This design comes from an exercise in tuning for small area on the open sky130 flow, not from production work. In this exercise RTL edits were held to simulation tests only and were not proved equivalent to the original. Power and IR drop assume default switching activity.

## flow/design.v (module list and top-level ports; edited modules follow where they fit)
// module profir: 94 lines
// module profir_mac: 770 lines
// module profir_fa: 4 lines
// module profir_ha: 4 lines
// module profir_pp: 3 lines
module profir(
	input 			clock,
	input 			reset,
	input signed  [15:0] 	datain,
	input			din_enable,
	output         [5:0] 	coeffaddress,
	input signed  [35:0]	coeff0,
	input signed  [35:0]	coeff1,
	input signed  [35:0]	coeff2,
	input signed  [35:0]	coeff3,
	input signed  [35:0]	coeff4,
	input signed  [35:0]	coeff5,
	input signed  [35:0]	coeff6,
	input signed  [35:0]	coeff7,
	output signed [15:0]  dataout0,
	output signed [15:0]  dataout1,
	output signed [15:0]  dataout2,
	output signed [15:0]  dataout3,
	output signed [15:0]  dataout4,
	output signed [15:0]  dataout5,
	output signed [15:0]  dataout6,
	output signed [15:0]  dataout7
);
  // ...
==> flow/run.sh <==
#!/bin/bash
# synth_recipe.tcl (not shown) runs the flow's synth.tcl, then flattens the netlist and writes it again
# the make line also repeats each setting of config.mk as NAME=value (left out here)
make -C /OpenROAD-flow-scripts/flow DESIGN_CONFIG=/design/flow/config.mk WORK_HOME=/design/flow/orfs CLKGATE_MAP_FILE= SYNTH_SCRIPT=/design/flow/synth_recipe.tcl finish
==> flow/config.mk <==
export PLATFORM = sky130hd
export DESIGN_NAME = profir
export DESIGN_NICKNAME = profir
export VERILOG_FILES = /design/flow/design.v
export SDC_FILE = /design/flow/constraint.sdc
export NUM_CORES = 4
export LEC_CHECK = 0
export CAP_MARGIN = 20
export CORE_MARGIN = 2
export CORE_UTILIZATION = 40
export CTS_BUF_LIST = sky130_fd_sc_hd__clkbuf_8 sky130_fd_sc_hd__clkbuf_16
export CTS_CLUSTER_DIAMETER = 80
export CTS_CLUSTER_SIZE = 30
export SLEW_MARGIN = 20
export SYNTH_HIERARCHICAL = 1
export SYNTH_MINIMUM_KEEP_SIZE = 0
==> flow/constraint.sdc <==
create_clock -name core_clock -period 13.0 [get_ports {clock}]
set_input_delay 2.6000 -clock core_clock [delete_from_list [all_inputs] [get_ports {clock}]]
set_output_delay 2.6000 -clock core_clock [all_outputs]
set_load 0.01 [all_outputs]
==> flow_metrics.tcl, run 1 <==
set metrics [dict create \
    fin_ws_ps 485.0 \
    cts_made_buffers 117 \
    synth_top_family_by_area "adder cells" \
    ys_ff_latch 2342 \
    clk_path_buf_depth 3 \
    die_w_um 510.9 \
    diodes 3 \
    share_seq_of_total_power 0.309 \
    final_area_sq_um 120000 \
    fill_cells 22500 \
    crit_cells 42 \
    grtUsageMet3 0.06682 \
    pre_cts_ws_ps -368.6 \
    port-buffer-count 440 \
    seq_cells 2342 \
    hp-start "ring[74][1]" \
    whs_ps 274.1 \
    worstReg2RegStart "tapidx[3]" \
    first_pass_iters 23 \
    synth.area.top_cells "dfxtp_1, fa_1, a222oi_1" \
    arrival_ps 13200 \
    drc 0 \
    status "complete, no violations" \
    cts_root_buffer "clkbuf_16" \
    grt_usage 0.2252 \
    grt_overflow 0 \
    maxCapViolations 0 \
    use_met1 0.2956 \
    rows 186 \
    final_util 0.4682 \
    grt_busiest_layer "met2" \
    crit_type "input pin to register" \
    synthXorXnorAreaFrac 0.01873 \
]
==> module profir, before the edit <==
module profir(
	input 			clock,
	input 			reset,
	input signed  [15:0] 	datain,
	input			din_enable,
	output         [5:0] 	coeffaddress,
	input signed  [35:0]	coeff0,
	input signed  [35:0]	coeff1,
	input signed  [35:0]	coeff2,
	input signed  [35:0]	coeff3,
	input signed  [35:0]	coeff4,
	input signed  [35:0]	coeff5,
	input signed  [35:0]	coeff6,
	input signed  [35:0]	coeff7,
	output signed [15:0]  dataout0,
	output signed [15:0]  dataout1,
	output signed [15:0]  dataout2,
	output signed [15:0]  dataout3,
	output signed [15:0]  dataout4,
	output signed [15:0]  dataout5,
	output signed [15:0]  dataout6,
	output signed [15:0]  dataout7
);
reg [15:0] ring [0:127];
reg [15:0] newx;
reg [6:0] tapidx;
reg [7:0] nvalid;
reg [6:0] remain;
reg [31:0] acc0, acc1, acc2, acc3, acc4, acc5, acc6, acc7;
wire [6:0] j = tapidx + {6'd0, din_enable};
wire [7:0] nv = nvalid + {7'd0, din_enable};
wire jzero = (j == 7'd0);
wire [15:0] xnew = din_enable ? datain : newx;
wire [15:0] xm = jzero ? xnew : ring[127];
wire active = din_enable | (remain != 7'd0);
wire use_x = active & ({1'b0, j} < nv);
wire [15:0] x = use_x ? xm : 16'd0;
wire busy_next = din_enable | (remain > 7'd1);
wire [6:0] jm1 = j - 7'd1;
wire [6:0] jnext = busy_next ? jm1 : j;
assign coeffaddress = jnext[6:1];
wire hi = j[0];
wire keep = ~din_enable;
wire [17:0] m1 = {{2{x[15]}}, x};
wire [17:0] m2 = {x[15], x, 1'b0};
wire [17:0] m3 = m1 + m2;
wire [31:0] s0, s1, s2, s3, s4, s5, s6, s7;
profir_mac mac0(.x(x), .m1(m1), .m2(m2), .m3(m3), .c(hi ? coeff0[35:18] : coeff0[17:0]), .a(keep ? acc0 : 32'hffffffff), .y(s0));
profir_mac mac1(.x(x), .m1(m1), .m2(m2), .m3(m3), .c(hi ? coeff1[35:18] : coeff1[17:0]), .a(keep ? acc1 : 32'hffffffff), .y(s1));
profir_mac mac2(.x(x), .m1(m1), .m2(m2), .m3(m3), .c(hi ? coeff2[35:18] : coeff2[17:0]), .a(keep ? acc2 : 32'hffffffff), .y(s2));
profir_mac mac3(.x(x), .m1(m1), .m2(m2), .m3(m3), .c(hi ? coeff3[35:18] : coeff3[17:0]), .a(keep ? acc3 : 32'hffffffff), .y(s3));
profir_mac mac4(.x(x), .m1(m1), .m2(m2), .m3(m3), .c(hi ? coeff4[35:18] : coeff4[17:0]), .a(keep ? acc4 : 32'hffffffff), .y(s4));
profir_mac mac5(.x(x), .m1(m1), .m2(m2), .m3(m3), .c(hi ? coeff5[35:18] : coeff5[17:0]), .a(keep ? acc5 : 32'hffffffff), .y(s5));
profir_mac mac6(.x(x), .m1(m1), .m2(m2), .m3(m3), .c(hi ? coeff6[35:18] : coeff6[17:0]), .a(keep ? acc6 : 32'hffffffff), .y(s6));
profir_mac mac7(.x(x), .m1(m1), .m2(m2), .m3(m3), .c(hi ? coeff7[35:18] : coeff7[17:0]), .a(keep ? acc7 : 32'hffffffff), .y(s7));
integer i;
always @(posedge clock)
begin
	for (i = 127; i > 0; i = i - 1)
		ring[i] <= ring[i-1];
	ring[0] <= xm;
	if (din_enable)
		newx <= datain;
	acc0 <= s0;
	acc1 <= s1;
	acc2 <= s2;
	acc3 <= s3;
	acc4 <= s4;
	acc5 <= s5;
	acc6 <= s6;
	acc7 <= s7;
	if (reset) begin
		tapidx <= 7'd64;
		nvalid <= 8'd0;
		remain <= 7'd0;
	end else begin
		tapidx <= jm1;
		if (din_enable) begin
			if (!nvalid[7])
				nvalid <= nvalid + 8'd1;
			remain <= 7'd127;
		end else if (remain != 7'd0)
			remain <= remain - 7'd1;
	end
end
assign dataout0 = ~acc0[31:16];
assign dataout1 = ~acc1[31:16];
assign dataout2 = ~acc2[31:16];
assign dataout3 = ~acc3[31:16];
assign dataout4 = ~acc4[31:16];
assign dataout5 = ~acc5[31:16];
assign dataout6 = ~acc6[31:16];
assign dataout7 = ~acc7[31:16];
endmodule
==> run 2, diff against run 1 <==
--- a/flow/design.v
+++ b/flow/design.v
@@ -41,24 +41,24 @@
 wire [6:0] jnext = busy_next ? jm1 : j;
 assign coeffaddress = jnext[6:1];
 wire hi = j[0];
 wire keep = ~din_enable;
 wire [17:0] m1 = {{2{x[15]}}, x};
 wire [17:0] m2 = {x[15], x, 1'b0};
 wire [17:0] m3 = m1 + m2;
 wire [31:0] s0, s1, s2, s3, s4, s5, s6, s7;
-profir_mac mac0(.x(x), .m1(m1), .m2(m2), .m3(m3), .c(hi ? coeff0[35:18] : coeff0[17:0]), .a(keep ? acc0 : 32'hffffffff), .y(s0));
-profir_mac mac1(.x(x), .m1(m1), .m2(m2), .m3(m3), .c(hi ? coeff1[35:18] : coeff1[17:0]), .a(keep ? acc1 : 32'hffffffff), .y(s1));
-profir_mac mac2(.x(x), .m1(m1), .m2(m2), .m3(m3), .c(hi ? coeff2[35:18] : coeff2[17:0]), .a(keep ? acc2 : 32'hffffffff), .y(s2));
-profir_mac mac3(.x(x), .m1(m1), .m2(m2), .m3(m3), .c(hi ? coeff3[35:18] : coeff3[17:0]), .a(keep ? acc3 : 32'hffffffff), .y(s3));
-profir_mac mac4(.x(x), .m1(m1), .m2(m2), .m3(m3), .c(hi ? coeff4[35:18] : coeff4[17:0]), .a(keep ? acc4 : 32'hffffffff), .y(s4));
-profir_mac mac5(.x(x), .m1(m1), .m2(m2), .m3(m3), .c(hi ? coeff5[35:18] : coeff5[17:0]), .a(keep ? acc5 : 32'hffffffff), .y(s5));
-profir_mac mac6(.x(x), .m1(m1), .m2(m2), .m3(m3), .c(hi ? coeff6[35:18] : coeff6[17:0]), .a(keep ? acc6 : 32'hffffffff), .y(s6));
-profir_mac mac7(.x(x), .m1(m1), .m2(m2), .m3(m3), .c(hi ? coeff7[35:18] : coeff7[17:0]), .a(keep ? acc7 : 32'hffffffff), .y(s7));
+profir_mac mac0(.x(x), .m1(m1), .m2(m2), .m3(m3), .c(hi ? coeff0[35:18] : coeff0[17:0]), .a({~(acc0[31:8] & {24{keep}}), acc0[7:0] | {8{~keep}}}), .y(s0));
+profir_mac mac1(.x(x), .m1(m1), .m2(m2), .m3(m3), .c(hi ? coeff1[35:18] : coeff1[17:0]), .a({~(acc1[31:8] & {24{keep}}), acc1[7:0] | {8{~keep}}}), .y(s1));
+profir_mac mac2(.x(x), .m1(m1), .m2(m2), .m3(m3), .c(hi ? coeff2[35:18] : coeff2[17:0]), .a({~(acc2[31:8] & {24{keep}}), acc2[7:0] | {8{~keep}}}), .y(s2));
+profir_mac mac3(.x(x), .m1(m1), .m2(m2), .m3(m3), .c(hi ? coeff3[35:18] : coeff3[17:0]), .a({~(acc3[31:8] & {24{keep}}), acc3[7:0] | {8{~keep}}}), .y(s3));
+profir_mac mac4(.x(x), .m1(m1), .m2(m2), .m3(m3), .c(hi ? coeff4[35:18] : coeff4[17:0]), .a({~(acc4[31:8] & {24{keep}}), acc4[7:0] | {8{~keep}}}), .y(s4));
+profir_mac mac5(.x(x), .m1(m1), .m2(m2), .m3(m3), .c(hi ? coeff5[35:18] : coeff5[17:0]), .a({~(acc5[31:8] & {24{keep}}), acc5[7:0] | {8{~keep}}}), .y(s5));
+profir_mac mac6(.x(x), .m1(m1), .m2(m2), .m3(m3), .c(hi ? coeff6[35:18] : coeff6[17:0]), .a({~(acc6[31:8] & {24{keep}}), acc6[7:0] | {8{~keep}}}), .y(s6));
+profir_mac mac7(.x(x), .m1(m1), .m2(m2), .m3(m3), .c(hi ? coeff7[35:18] : coeff7[17:0]), .a({~(acc7[31:8] & {24{keep}}), acc7[7:0] | {8{~keep}}}), .y(s7));
 integer i;
 always @(posedge clock)
 begin
 	for (i = 127; i > 0; i = i - 1)
 		ring[i] <= ring[i-1];
 	ring[0] <= xm;
 	if (din_enable)
 		newx <= datain;
@@ -79,24 +79,24 @@
 		if (din_enable) begin
 			if (!nvalid[7])
 				nvalid <= nvalid + 8'd1;
 			remain <= 7'd127;
 		end else if (remain != 7'd0)
 			remain <= remain - 7'd1;
 	end
 end
-assign dataout0 = ~acc0[31:16];
-assign dataout1 = ~acc1[31:16];
-assign dataout2 = ~acc2[31:16];
-assign dataout3 = ~acc3[31:16];
-assign dataout4 = ~acc4[31:16];
-assign dataout5 = ~acc5[31:16];
-assign dataout6 = ~acc6[31:16];
-assign dataout7 = ~acc7[31:16];
+assign dataout0 = acc0[31:16];
+assign dataout1 = acc1[31:16];
+assign dataout2 = acc2[31:16];
+assign dataout3 = acc3[31:16];
+assign dataout4 = acc4[31:16];
+assign dataout5 = acc5[31:16];
+assign dataout6 = acc6[31:16];
+assign dataout7 = acc7[31:16];
 endmodule
 module profir_mac(
 	input  [15:0] x,
 	input  [17:0] m1,
 	input  [17:0] m2,
 	input  [17:0] m3,
 	input  [17:0] c,
 	input  [31:0] a,
@@ -785,87 +785,87 @@
 	profir_fa cpa11(.a(ra[11]), .b(rb[11]), .c(rc1[11]), .s(s0[11]), .co(rc1[12]));
 	profir_fa cpa12(.a(ra[12]), .b(rb[12]), .c(rc1[12]), .s(s0[12]), .co(rc1[13]));
 	profir_fa cpa13(.a(ra[13]), .b(rb[13]), .c(rc1[13]), .s(s0[13]), .co(rc1[14]));
 	profir_fa cpa14(.a(ra[14]), .b(rb[14]), .c(rc1[14]), .s(s0[14]), .co(rc1[15]));
 	profir_fa cpa15(.a(ra[15]), .b(rb[15]), .c(rc1[15]), .s(s0[15]), .co(rc1[16]));
 	wire [16:8] pa1;
 	assign pa1[8] = 1'b1;
 	assign pa1[9] = pa1[8] & s0[8];
-	assign y[8] = s0[8] ^ (bc0 & pa1[8]);
+	assign y[8] = ~(s0[8] ^ (bc0 & pa1[8]));
 	assign pa1[10] = pa1[9] & s0[9];
-	assign y[9] = s0[9] ^ (bc0 & pa1[9]);
+	assign y[9] = ~(s0[9] ^ (bc0 & pa1[9]));
 	assign pa1[11] = pa1[10] & s0[10];
-	assign y[10] = s0[10] ^ (bc0 & pa1[10]);
+	assign y[10] = ~(s0[10] ^ (bc0 & pa1[10]));
 	assign pa1[12] = pa1[11] & s0[11];
-	assign y[11] = s0[11] ^ (bc0 & pa1[11]);
+	assign y[11] = ~(s0[11] ^ (bc0 & pa1[11]));
 	assign pa1[13] = pa1[12] & s0[12];
-	assign y[12] = s0[12] ^ (bc0 & pa1[12]);
+	assign y[12] = ~(s0[12] ^ (bc0 & pa1[12]));
 	assign pa1[14] = pa1[13] & s0[13];
-	assign y[13] = s0[13] ^ (bc0 & pa1[13]);
+	assign y[13] = ~(s0[13] ^ (bc0 & pa1[13]));
 	assign pa1[15] = pa1[14] & s0[14];
-	assign y[14] = s0[14] ^ (bc0 & pa1[14]);
+	assign y[14] = ~(s0[14] ^ (bc0 & pa1[14]));
 	assign pa1[16] = pa1[15] & s0[15];
-	assign y[15] = s0[15] ^ (bc0 & pa1[15]);
+	assign y[15] = ~(s0[15] ^ (bc0 & pa1[15]));
 	wire bc1 = rc1[16] | (bc0 & pa1[16]);
 	wire [24:16] rc2;
 	profir_ha cpa16(.a(ra[16]), .b(rb[16]), .s(s0[16]), .co(rc2[17]));
 	profir_fa cpa17(.a(ra[17]), .b(rb[17]), .c(rc2[17]), .s(s0[17]), .co(rc2[18]));
 	profir_fa cpa18(.a(ra[18]), .b(rb[18]), .c(rc2[18]), .s(s0[18]), .co(rc2[19]));
 	profir_fa cpa19(.a(ra[19]), .b(rb[19]), .c(rc2[19]), .s(s0[19]), .co(rc2[20]));
 	profir_fa cpa20(.a(ra[20]), .b(rb[20]), .c(rc2[20]), .s(s0[20]), .co(rc2[21]));
 	profir_fa cpa21(.a(ra[21]), .b(rb[21]), .c(rc2[21]), .s(s0[21]), .co(rc2[22]));
 	profir_fa cpa22(.a(ra[22]), .b(rb[22]), .c(rc2[22]), .s(s0[22]), .co(rc2[23]));
 	profir_fa cpa23(.a(ra[23]), .b(rb[23]), .c(rc2[23]), .s(s0[23]), .co(rc2[24]));
 	wire [24:16] pa2;
 	assign pa2[16] = 1'b1;
 	assign pa2[17] = pa2[16] & s0[16];
-	assign y[16] = s0[16] ^ (bc1 & pa2[16]);
+	assign y[16] = ~(s0[16] ^ (bc1 & pa2[16]));
 	assign pa2[18] = pa2[17] & s0[17];
-	assign y[17] = s0[17] ^ (bc1 & pa2[17]);
+	assign y[17] = ~(s0[17] ^ (bc1 & pa2[17]));
 	assign pa2[19] = pa2[18] & s0[18];
-	assign y[18] = s0[18] ^ (bc1 & pa2[18]);
+	assign y[18] = ~(s0[18] ^ (bc1 & pa2[18]));
 	assign pa2[20] = pa2[19] & s0[19];
-	assign y[19] = s0[19] ^ (bc1 & pa2[19]);
+	assign y[19] = ~(s0[19] ^ (bc1 & pa2[19]));
 	assign pa2[21] = pa2[20] & s0[20];
-	assign y[20] = s0[20] ^ (bc1 & pa2[20]);
+	assign y[20] = ~(s0[20] ^ (bc1 & pa2[20]));
 	assign pa2[22] = pa2[21] & s0[21];
-	assign y[21] = s0[21] ^ (bc1 & pa2[21]);
+	assign y[21] = ~(s0[21] ^ (bc1 & pa2[21]));
 	assign pa2[23] = pa2[22] & s0[22];
-	assign y[22] = s0[22] ^ (bc1 & pa2[22]);
+	assign y[22] = ~(s0[22] ^ (bc1 & pa2[22]));
 	assign pa2[24] = pa2[23] & s0[23];
-	assign y[23] = s0[23] ^ (bc1 & pa2[23]);
+	assign y[23] = ~(s0[23] ^ (bc1 & pa2[23]));
 	wire bc2 = rc2[24] | (bc1 & pa2[24]);
 	wire [32:24] rc3;
 	profir_ha cpa24(.a(ra[24]), .b(rb[24]), .s(s0[24]), .co(rc3[25]));
 	profir_fa cpa25(.a(ra[25]), .b(rb[25]), .c(rc3[25]), .s(s0[25]), .co(rc3[26]));
 	profir_fa cpa26(.a(ra[26]), .b(rb[26]), .c(rc3[26]), .s(s0[26]), .co(rc3[27]));
 	profir_fa cpa27(.a(ra[27]), .b(rb[27]), .c(rc3[27]), .s(s0[27]), .co(rc3[28]));
 	profir_fa cpa28(.a(ra[28]), .b(rb[28]), .c(rc3[28]), .s(s0[28]), .co(rc3[29]));
 	profir_fa cpa29(.a(ra[29]), .b(rb[29]), .c(rc3[29]), .s(s0[29]), .co(rc3[30]));
 	profir_fa cpa30(.a(ra[30]), .b(rb[30]), .c(rc3[30]), .s(s0[30]), .co(rc3[31]));
 	profir_fa cpa31(.a(ra[31]), .b(rb[31]), .c(rc3[31]), .s(s0[31]), .co(rc3[32]));
 	wire [32:24] pa3;
 	assign pa3[24] = 1'b1;
 	assign pa3[25] = pa3[24] & s0[24];
-	assign y[24] = s0[24] ^ (bc2 & pa3[24]);
+	assign y[24] = ~(s0[24] ^ (bc2 & pa3[24]));
 	assign pa3[26] = pa3[25] & s0[25];
-	assign y[25] = s0[25] ^ (bc2 & pa3[25]);
+	assign y[25] = ~(s0[25] ^ (bc2 & pa3[25]));
 	assign pa3[27] = pa3[26] & s0[26];
-	assign y[26] = s0[26] ^ (bc2 & pa3[26]);
+	assign y[26] = ~(s0[26] ^ (bc2 & pa3[26]));
 	assign pa3[28] = pa3[27] & s0[27];
-	assign y[27] = s0[27] ^ (bc2 & pa3[27]);
+	assign y[27] = ~(s0[27] ^ (bc2 & pa3[27]));
 	assign pa3[29] = pa3[28] & s0[28];
-	assign y[28] = s0[28] ^ (bc2 & pa3[28]);
+	assign y[28] = ~(s0[28] ^ (bc2 & pa3[28]));
 	assign pa3[30] = pa3[29] & s0[29];
-	assign y[29] = s0[29] ^ (bc2 & pa3[29]);
+	assign y[29] = ~(s0[29] ^ (bc2 & pa3[29]));
 	assign pa3[31] = pa3[30] & s0[30];
-	assign y[30] = s0[30] ^ (bc2 & pa3[30]);
+	assign y[30] = ~(s0[30] ^ (bc2 & pa3[30]));
 	assign pa3[32] = pa3[31] & s0[31];
-	assign y[31] = s0[31] ^ (bc2 & pa3[31]);
+	assign y[31] = ~(s0[31] ^ (bc2 & pa3[31]));
 	wire bc3 = rc3[32] | (bc2 & pa3[32]);
 endmodule
 module profir_fa(input a, input b, input c, output s, output co);
 	assign s = a ^ b ^ c;
 	assign co = (a & b) | (a & c) | (b & c);
 endmodule
 module profir_ha(input a, input b, output s, output co);
 	assign s = a ^ b;
==> flow/config.mk (replaced) <==
export PLATFORM = sky130hd
export DESIGN_NAME = profir
export DESIGN_NICKNAME = profir
export VERILOG_FILES = /design/flow/design.v
export SDC_FILE = /design/flow/constraint.sdc
export NUM_CORES = 4
export LEC_CHECK = 0
export CAP_MARGIN = 20
export CELL_PAD_IN_SITES_DETAIL_PLACEMENT = 1
export CELL_PAD_IN_SITES_GLOBAL_PLACEMENT = 1
export CORE_MARGIN = 2
export CORE_UTILIZATION = 40
export CTS_BUF_LIST = sky130_fd_sc_hd__clkbuf_8 sky130_fd_sc_hd__clkbuf_16
export CTS_CLUSTER_DIAMETER = 80
export CTS_CLUSTER_SIZE = 30
export PLACE_DENSITY = 0.5
export SLEW_MARGIN = 20
export SYNTH_HIERARCHICAL = 1
export SYNTH_MINIMUM_KEEP_SIZE = 0
==> flow_metrics.tcl, run 2 <==
set metrics [dict create \
    hold_path_class "register to register" \
    path_max_fanout 6 \
    cts_root_buffer "clkbuf_16" \
    p_leak_nw 41.25 \
    start_util 0.4013 \
    grt_max_degree 155 \
    fin_ws_ps 356.1 \
    async_flop_share 0 \
    swShare 0.3843 \
    cts_max_level 3 \
    grt_overflow 0 \
    antenna_found_initial 9 \
    cts_tree "built" \
    synth_top_family_by_area "adder cells" \
    fmax_mhz 79.09 \
    share_seq_of_total_power 0.306 \
    synthXorXnorAreaFrac 0.01870 \
    grt_pass1_vias 75150 \
    drt_iter0_markers 12350 \
    ys.flop_type "dfxtp_1" \
    min_period_over_period 0.9726 \
    die_w_um 511.3 \
    status "complete, no violations" \
    cts_num_sinks 2342 \
    pwr-share-comb 0.535 \
    clk_path_buf_depth 3 \
    skew_ps 107.2 \
    core_sq_um 256500 \
    yosysSeqAreaShare 0.4555 \
    cp_data_required_time_ps 13740 \
    path_clk_slew_ps 100 \
    min_period_ps 12640 \
    ir_worst_vdd_v 0.0003420 \
    fin_setup_tns_ps 0 \
    first_pass_iters 17 \
    layout_commonest_cell "dfxtp_1" \
    p_int_mw 16.84 \
    fill_cells 25490 \
    maxSlewViolCount 0 \
    critPathMaxStageDelay_ps 620 \
    p_sw_mw 10.51 \
    layout-drive-gt1-share 0.1421 \
    synth_most_common_cell "dfxtp_1" \
    ctsHoldBuffers 0 \
    synth_compound_area_frac 0.1363 \
    area_delta_synth_final_pct 16.44 \
    drc 0 \
    maxCapViolations 0 \
    synth_edf_count 0 \
    rsz0062_at_grt "false" \
    wirelength_um 332300 \
    crit_type "input pin to register" \
    ys_ff_latch 2342 \
    top_register "ring" \
    worstMarginPinSlew_ps 1153 \
    dpl.hpwl_um 223500 \
    synth_top_cell_by_area "dfxtp_1" \
    layout_common_cells "dfxtp_1, fa_1, a222oi_1, buf_4, clkdlybuf4s50_1" \
    pre_cts_ws_ps -512.3 \
    die_y_um 511.3 \
    wl_per_cell_um 28.67 \
    avgSynthCellArea_sq_um 14.24 \
    port-buffer-count 440 \
    max_slew_margin 0.2281 \
    clk-insertion-delay-late_ps 870 \
    vias 68970 \
    synth_common_cells "dfxtp_1, fa_1, a222oi_1, nand2_1, ha_1" \
    dieArea_sq_um 261400 \
    postRouteAntennaNets 0 \
    setup_viol 0 \
    whs_ps 265.5 \
    synth_top_area_share 0.4555 \
    io_pins 441 \
    powerDensity_nw_per_um2 228.2 \
    synth_cell_types 54 \
    multi_input_area_sq_um 55460 \
    final_util 0.4673 \
    register_area_sq_um 46890 \
    endpoint_kind "register" \
    cts_made_buffers 115 \
    grt_pass1_wl_um 497700 \
    nNetsFinal 10100 \
    fin_total_pwr_mw 27.35 \
    synth_simple_gate_area_share 0.04628 \
    syn-cell-area_sq_um 102900 \
    synth_cells 7226 \
    arrival_ps 13390 \
    hold_viol_final 0 \
    worstSetupStartpointType "input pin" \
    vias_per_cell 5.950 \
    rows 186 \
    muxShareOfSynthArea 0.01972 \
    synth-adder-area-share 0.2999 \
    cp_slowest_cell "a222oi_1" \
    place_congestion 0.8792 \
    synth.area.top_cells "dfxtp_1, fa_1, a222oi_1" \
    ys_warn_count 8 \
    power.clock.fraction 0.159 \
    grt_usage 0.2515 \
    largest_reg_flops 2048 \
]
-- run 2: changes by cell type in the layout (fill, tap and decap cells not counted), moves of 15 or more --
cell	change
a21oi_2	+32
and4_1	+16
inv_1	-118
nand2_1	+65
nand2_2	+15
nand3_1	+24
nor2_1	-24
nor3b_2	-24
or2_2	-72
xnor2_1	+24
xor2_1	-23
-- run 2: timing repair --
item / in CTS / in global routing
setup endpoints to repair: 0 / 5
gates resized for setup: 0 / 1
buffers inserted: 0 / 0
-- run 2: path summary, 6_finish.rpt --
kind            endpoint        start  depth (start not counted)  slack [ps]
max             acc1[28]   din_enable                         40         360
min          ring[95][1]  ring[94][1]                          0         270
max reg2reg     acc1[28]    tapidx[4]                         38        1780
min reg2reg  ring[95][1]  ring[94][1]                          0         270
-- run 2: critical path, delay by kind of cell --
kind	cells	cell delay, ps
adders and majority gates	16	6090
and+or+nand+nor	5	430
AOI/OAI and AO/OA	11	3070
buffers and inverters	6	850
xor gates and xnor gates	2	320
-- run 2: power by group through the flow --
stage	clock network [mW]	registers [mW]	logic [mW]
after detailed placement	0	8.54	14.7
after global routing	4.79	8.43	16.3
after floorplan	0	8.32	10.5
final	4.34	8.37	14.6
after global placement	0	8.54	14.4
after CTS	4.53	8.39	14.8
-- run 2: per-module statistics from Yosys, one instance, submodules excluded --
module      cell area, sq um  cells
profir_ha              12.51      1
profir_pp              10.01      1
profir_fa              20.02      1
profir_mac              1030    159
profir                 52970   3210
-- run 2: layout make-up --
class	count	share of cell area
Multi-Input combinational cell	4639	0.4628
Sequential cell	2342	0.3912
Timing Repair Buffer	938	0.07335
Tap cell	3384	0.03533
Clock buffer	119	0.02447
Clock inverter	51	0.009229
Inverter	110	0.003508
Antenna cell	8	0.0001670
-- run 2: cell families after synthesis --
logic type      count (synthesis)
compound gates               1515
xor+xnor                      218
fa+ha+maj                    1646
buf+inv                       428
flops                        2342
mux                           177
other cells                     9
simple gates                  891
-- run 2: per-stage QoR --
stage | cell area, sq um | std cells
2_1_floorplan | 104700 | 7409
3_3_place_gp | 115800 | 11410
3_5_place_dp | 115800 | 11410
4_1_cts | 119800 | 11580
5_1_grt | 119800 | 11580
6_report | 119900 | 11590
-- run 2: routing by layer --
metal	global-route usage	share of wire
met5	0.0001826	0.000027
met4	0.09059	0.036
met3	0.04721	0.092
met2	0.4002	0.46
met1	0.3423	0.41
==> run 3, diff against run 2 <==
--- a/flow/design.v
+++ b/flow/design.v
@@ -31,8 +31,9 @@
 wire [6:0] j = tapidx + {6'd0, din_enable};
-wire [7:0] nv = nvalid + {7'd0, din_enable};
-wire jzero = (j == 7'd0);
+wire t127 = (tapidx == 7'd127);
+wire t0 = (tapidx == 7'd0);
+wire jzero = din_enable ? t127 : t0;
 wire [15:0] xnew = din_enable ? datain : newx;
 wire [15:0] xm = jzero ? xnew : ring[127];
-wire active = din_enable | (remain != 7'd0);
-wire use_x = active & ({1'b0, j} < nv);
+wire older = ({1'b0, tapidx} < nvalid);
+wire use_x = din_enable ? (older | t127) : (older & (remain != 7'd0));
 wire [15:0] x = use_x ? xm : 16'd0;
==> flow/flow/run.sh (new file) <==
#!/bin/bash
# The standard layout (the standard.sh, which runs the standard synthesis and
# ORFS to the final layout) with two changes to how it is built:
#  - the port buffers that placement inserts are the smallest buffer cell;
#  - clock tree synthesis clusters more registers per leaf buffer and inserts no
#    dummy loads.
# ORFS writes each step's full log under orfs/logs; make's own output goes to
# flow_make.log here.
set -euo pipefail
cd "$(dirname "$0")/.."
export BUFFER_PORTS_ARGS="-buffer_cell sky130_fd_sc_hd__buf_1"
export CTS_ARGS="-sink_clustering_enable -repair_clock_nets -dont_use_dummy_load -sink_clustering_size 30 -sink_clustering_max_diameter 80 -buf_list {sky130_fd_sc_hd__clkbuf_8 sky130_fd_sc_hd__clkbuf_16}"
bash standard.sh > flow_make.log 2>&1
==> flow/standard.sh (new file) <==
#!/bin/bash
# synth_recipe.tcl (not shown) runs the flow's synth.tcl, then flattens the netlist and writes it again
# the make line also repeats each setting of config.mk as NAME=value (left out here)
make -C /OpenROAD-flow-scripts/flow DESIGN_CONFIG=/design/flow/config.mk WORK_HOME=/design/flow/orfs CLKGATE_MAP_FILE= SYNTH_SCRIPT=/design/flow/synth_recipe.tcl "${@:-finish}"
--- a/flow/config.mk
+++ b/flow/config.mk
@@ -12,5 +12,2 @@
 export CORE_UTILIZATION = 40
-export CTS_BUF_LIST = sky130_fd_sc_hd__clkbuf_8 sky130_fd_sc_hd__clkbuf_16
-export CTS_CLUSTER_DIAMETER = 80
-export CTS_CLUSTER_SIZE = 30
 export PLACE_DENSITY = 0.5
removed: flow/run.sh
==> flow_metrics.tcl, run 3 <==
set metrics [dict create \
    status "complete, no violations" \
    endpoint_kind "register" \
    ys_ff_latch 2342 \
    dieArea_sq_um 261700 \
    grt_max_degree 190 \
    async_flop_share 0 \
    area_delta_synth_final_pct 11.16 \
    hold_end "ring[4][10]" \
    io_pins 441 \
    rows 186 \
    yosysSeqAreaShare 0.4550 \
    dpl.hpwl_um 218500 \
    grtUsageMet3 0.05256 \
    grt_busiest_layer "met2" \
    synth_top_cell_by_area "dfxtp_1" \
    port-buffer-count 440 \
    final_area_sq_um 114500 \
    worst-r2r-cell-count 34 \
    ctsHoldBuffers 0 \
    first_pass_iters 15 \
    cts_max_level 3 \
    wirelength_um 327900 \
    cts_root_buffer "clkbuf_16" \
    top_register "ring" \
    antenna_found_initial 9 \
    worstSetupStartpointType "input pin" \
    skew_ps 161.7 \
    drt_iter0_markers 11600 \
    powerDensity_nw_per_um2 218.8 \
    hold_path_class "register to register" \
    drc 0 \
    ys.flop_type "dfxtp_1" \
    avgSynthCellArea_sq_um 14.25 \
    synth_cell_types 66 \
    register_area_sq_um 46890 \
    hold_viol_final 0 \
    die_y_um 511.5 \
    syn-cell-area_sq_um 103000 \
    r2r_slack_ps 1730 \
    synth_top_area_share 0.4550 \
    synth_edf_count 0 \
    synth_common_cells "dfxtp_1, fa_1, a222oi_1, nand2_1, ha_1" \
    core_sq_um 256500 \
    path_max_fanout 22 \
    min_period_over_period 0.9457 \
    synth_cells 7233 \
    postCtsSetupRepairBufs 0 \
    crit_type "input pin to register" \
    synth.area.top_cells "dfxtp_1, fa_1, a222oi_1" \
    setup_viol 0 \
    cp_common_cell "fa_2" \
    maxSlewViolCount 0 \
    critPathMaxStageDelay_ps 750 \
    cts_num_sinks 2342 \
    vias_per_cell 5.965 \
    fill_cells 25920 \
    place_congestion 0.8640 \
    fmax_mhz 81.34 \
    path_clk_slew_ps 100 \
    place_area_sq_um 111500 \
    grt_pass1_vias 73750 \
    rsz0062_at_grt "false" \
    reg2reg_to "acc2[29]" \
    maxCapViolations 0 \
    synth_most_common_cell "dfxtp_1" \
    arrival_ps 12950 \
    layout_common_cells "dfxtp_1, fa_1, a222oi_1, buf_1, buf_4" \
    die_w_um 511.5 \
    clk-insertion-delay-late_ps 870 \
    use_met1 0.3524 \
    cts_tree "built" \
    grt_usage 0.2490 \
    min_period_ps 12290 \
    worstMarginPinSlew_ps 1039 \
    holdPathStages 0 \
    clk_path_buf_depth 3 \
    vias 67840 \
    cp_slowest_cell "xnor2_4" \
    max_slew_margin 0.3076 \
    cp_data_required_time_ps 13650 \
    cts_resized 0 \
    fin_total_pwr_mw 25.06 \
    ys_warn_count 8 \
    grt_pass1_wl_um 493000 \
    worstReg2RegStart "tapidx[1]" \
    cts_made_buffers 119 \
    p_leak_nw 38.63 \
    layout_commonest_cell "dfxtp_1" \
    grt_overflow 0 \
    multi_input_area_sq_um 55460 \
    postRouteAntennaNets 0 \
    hp-start "ring[3][10]" \
    wl_per_cell_um 28.83 \
    ir_worst_vdd_v 0.0001778 \
    use_met2 0.3845 \
    nNetsFinal 9934 \
    layout-drive-gt1-share 0.1156 \
    largest_reg_flops 2048 \
    start_util 0.4018 \
]
## run 3: cells by family after synthesis
kind of cell / after synthesis / share of synthesized area
muxes: 178 / 0.01979
buffers and inverters: 433 / 0.02367
DFF: 2342 / 0.4550
and+or+nand+nor: 876 / 0.04595
AOI/OAI and AO/OA: 1541 / 0.1380
xor gates and xnor gates: 210 / 0.01785
adders and majority gates: 1644 / 0.2994
other: 9 / 0.0003278
## run 3: layout make-up
| class | count | share of cell area |
|---|---|---|
| tap | 3384 | 0.03697 |
| sequential | 2342 | 0.4094 |
| inverter | 112 | 0.003736 |
| clock buffer | 119 | 0.02600 |
| multi-input combinational | 4641 | 0.4843 |
| antenna | 8 | 0.0001748 |
| timing repair buffer | 767 | 0.03951 |
## run 3: report_power, final
group	total (mW)	switching, mW	internal, mW
clock network	3.75	2.14	1.61
registers	8.31	0.348	7.96
logic	13.0	7.28	5.71
## run 3: worst max path at each step
stage               startpoint  endpoint  cells past startpoint
floorplan           din_enable  acc0[27]                     27
global placement    din_enable  acc2[27]                     33
detailed placement  din_enable  acc0[31]                     34
CTS                 din_enable  acc2[29]                     35
global route        din_enable  acc2[27]                     35
finish              din_enable  acc2[29]                     35
## run 3: per-layer routing
metal	vias up	wire [um]
met5	-	26
met4	4	8149
met3	483	32160
met2	3675	146500
met1	35030	141100
li1	28640	-
## run 3: worst max-delay path: cells and delay by family
family / cells / cell delay [ps]
fa+ha+maj: 14 / 5540
compound gates: 6 / 1250
buf+inv: 6 / 1200
simple gates: 6 / 1180
xor+xnor: 2 / 880
mux: 1 / 250
## run 3: through the flow
step	setup TNS [ps]	hold slack, ps	setup WS, ps	instances	utilization
final	0	231.2	706.1	11370	0.4466
after global routing	0	213.8	333.3	11370	0.4465
after CTS	0	202.5	737.8	11370	0.4465
after detailed placement	-439.4	313.2	-60.47	11250	0.4349
after global placement	0	309.5	98.36	11240	0.4347
after floorplan	-271080	309.6	-2955	7416	-
## run 3: modules after synthesis, one instance, submodules excluded
module      cell area (sq um)  copies in the design  flops+latches
profir                  53080                     1           2342
profir_mac               1030                     8              0
profir_fa               20.02                  1368              0
profir_ha               12.51                   224              0
profir_pp               10.01                  1152              0
==> run 4, diff against run 3 <==
--- a/flow/flow/run.sh
+++ b/flow/flow/run.sh
@@ -11,3 +11,3 @@
 export BUFFER_PORTS_ARGS="-buffer_cell sky130_fd_sc_hd__buf_1"
-export CTS_ARGS="-sink_clustering_enable -repair_clock_nets -dont_use_dummy_load -sink_clustering_size 30 -sink_clustering_max_diameter 80 -buf_list {sky130_fd_sc_hd__clkbuf_8 sky130_fd_sc_hd__clkbuf_16}"
+export CTS_ARGS="-sink_clustering_enable -repair_clock_nets -dont_use_dummy_load -sink_clustering_size 20 -sink_clustering_max_diameter 60 -buf_list {sky130_fd_sc_hd__clkbuf_8}"
 bash standard.sh > flow_make.log 2>&1
==> flow_metrics.tcl, run 4 <==
set metrics [dict create \
    status "complete, no violations" \
    vias 68200 \
    yosysSeqAreaShare 0.4550 \
    ys_ff_latch 2342 \
    rows 186 \
    path_clk_slew_ps 110 \
    cts_num_sinks 2342 \
    postRouteAntennaNets 0 \
    worstMarginPinSlew_ps 1049 \
    area_delta_synth_final_pct 10.65 \
    use_met1 0.3509 \
    synth_common_cells "dfxtp_1, fa_1, a222oi_1, nand2_1, ha_1" \
    grt_busiest_layer "met2" \
    setup_viol 0 \
    drt_iter0_markers 11570 \
    start_util 0.4018 \
    critPathMaxStageDelay_ps 740 \
    use_met2 0.3826 \
    wl_per_cell_um 28.70 \
    clk_path_buf_depth 3 \
    place_congestion 0.8640 \
    synth_most_common_cell "dfxtp_1" \
    worst-r2r-cell-count 34 \
    place_area_sq_um 111500 \
    register_area_sq_um 46890 \
    layout-drive-gt1-share 0.1221 \
    cts_made_buffers 178 \
    layout_commonest_cell "dfxtp_1" \
    grt_max_degree 190 \
    ys.flop_type "dfxtp_1" \
    holdPathStages 0 \
    hold_viol_final 0 \
    cts_root_buffer "clkbuf_8" \
    dieArea_sq_um 261700 \
    layout_common_cells "dfxtp_1, fa_1, a222oi_1, buf_1, buf_4" \
    r2r_slack_ps 1740 \
    final_area_sq_um 114000 \
    dpl.hpwl_um 218500 \
    cts_max_level 4 \
    avgSynthCellArea_sq_um 14.25 \
    fin_setup_tns_ps 0 \
    min_period_ps 12100 \
    skew_ps 141.3 \
    hold_end "ring[62][3]" \
    synth_cells 7233 \
    cp_data_required_time_ps 13830 \
    rsz0062_at_grt "false" \
    synth_top_cell_by_area "dfxtp_1" \
    crit_type "input pin to register" \
    hold_path_class "register to register" \
    grtUsageMet3 0.05843 \
    synth.area.top_cells "dfxtp_1, fa_1, a222oi_1" \
    drc 0 \
    final_util 0.4446 \
    top_register "ring" \
    async_flop_share 0 \
    fmax_mhz 82.64 \
    wirelength_um 328300 \
    grt_overflow 0 \
    cp_common_cell "fa_2" \
    ys_warn_count 8 \
    synth_cell_types 66 \
    reg2reg_to "acc2[29]" \
    endpoint_kind "register" \
    grt_usage 0.2497 \
    worstSetupStartpointType "input pin" \
    antenna_found_initial 9 \
    ir_worst_vdd_v 0.0001654 \
    cts_resized 0 \
    grt_pass1_wl_um 493900 \
    worstReg2RegStart "tapidx[1]" \
    port-buffer-count 440 \
    cts_tree "built" \
    synth_edf_count 0 \
    fill_cells 26000 \
    grt_pass1_vias 74350 \
    nNetsFinal 9993 \
    first_pass_iters 15 \
    cp_slowest_cell "xnor2_4" \
    hp-start "ring[61][3]" \
    ctsHoldBuffers 0 \
    multi_input_area_sq_um 55460 \
    p_leak_nw 38.44 \
    die_w_um 511.5 \
    die_y_um 511.5 \
    clk-insertion-delay-late_ps 980 \
    largest_reg_flops 2048 \
    powerDensity_nw_per_um2 216.1 \
    path_max_fanout 22 \
    vias_per_cell 5.963 \
    maxSlewViolCount 0 \
    io_pins 441 \
    postCtsSetupRepairBufs 0 \
    min_period_over_period 0.9308 \
    maxCapViolations 0 \
    synth_top_area_share 0.4550 \
    core_sq_um 256500 \
    arrival_ps 12930 \
    max_slew_margin 0.3008 \
    syn-cell-area_sq_um 103000 \
]
run 4: layout make-up:
cell class	count	share of cell area
diodes	12	0.0002634
clock buffers	178	0.02149
inverters	112	0.003753
multi-input cells	4641	0.4865
flip-flops and latches	2342	0.4112
well taps	3384	0.03714
repair buffers	767	0.03969
run 4: worst max path at each step:
stage | slack, ps | end | startpoint
finish | 900 | acc2[29] | din_enable
global route | 560 | acc2[29] | din_enable
CTS | 960 | acc2[29] | din_enable
detailed placement | -60 | acc0[31] | din_enable
global placement | 100 | acc2[27] | din_enable
floorplan | -2960 | acc0[27] | din_enable
run 4: per-stage QoR:
| stage | instances | setup slack [ps] | total power [mW] | hold slack, ps |
|---|---|---|---|---|
| 2_1_floorplan | 7416 | -2955 | 18.39 | 309.6 |
| 3_3_place_gp | 11240 | 98.36 | 21.21 | 309.5 |
| 3_5_place_dp | 11250 | -60.47 | 21.48 | 313.2 |
| 4_1_cts | 11420 | 955.6 | 25.01 | 188.2 |
| 5_1_grt | 11430 | 561.1 | 26.72 | 204.3 |
| 6_report | 11440 | 899.9 | 24.64 | 222.1 |
run 4: per-layer routing:
layer	part of all wire	up-vias
met1	0.43	35170
met2	0.44	3774
met4	0.026	4
li1	-	28730
met3	0.10	517
met5	0.000097	-
run 4: per-module statistics from Yosys, one instance, submodules excluded:
module,area (sq um),flip-flops and latches,times used,cells inside
profir_fa,20.02,0,1368,1
profir_ha,12.51,0,224,1
profir_mac,1030,0,8,159
profir,53080,2342,1,3217
profir_pp,10.01,0,1152,1
run 4: cell families after synthesis:
group	after synthesis	share of synthesized area
xor gates and xnor gates	210	0.01785
and+or+nand+nor	876	0.04595
AOI/OAI and AO/OA	1541	0.1380
muxes	178	0.01979
other	9	0.0003278
DFF	2342	0.4550
adders and majority gates	1644	0.2994
buffers and inverters	433	0.02367
run 4: power by group:
part / leakage [nW] / total, mW / switching (mW) / internal (mW)
logic: 18.2 / 13.0 / 7.29 / 5.71
clock network: 1.28 / 3.33 / 2.11 / 1.21
registers: 19.0 / 8.31 / 0.348 / 7.96
total: 38.4 / 24.6 / 9.75 / 14.9
run 4: worst max-delay path, delay by kind of cell:
family	cells	cell delay, ps
fa+ha+maj	14	5550
xor+xnor	2	870
mux	1	250
compound gates	6	1250
simple gates	6	1170
buf+inv	6	1200

-- re-timing with driven ports --
How much do the figures lean on ideal ports? The routed layouts below were timed once more, with nothing changed but the port constraints.
Step 1: set_driving_cell puts a clkbuf_16 on clock and a buf_2 on each other input, an assumption about the parent block.
Step 2, shift: input delay + t, output delay - t, t = (earliest + latest rising clock arrival at the registers) / 2. This alone moves slack from input paths to output paths.
a / b / c = ideal / step 1 / step 2; a / b = the first two.
run	t, ns	slack for setup (ns)	pins driven straight from the clock port
run 1	0.895	0.485 / 0.562 / -0.333	1
run 2	0.915	0.356 / 0.422 / -0.494	1
run 3	0.879	0.706 / 0.759 / -0.120	1
run 4	1.038	0.900 / 0.946 / -0.092	1
With both steps, setup timing fails in every run listed, where it was met with ideal ports. For run 4, which loses most, drivers alone change the setup slack by +0.046 ns; drivers and shift together by -0.992 ns.
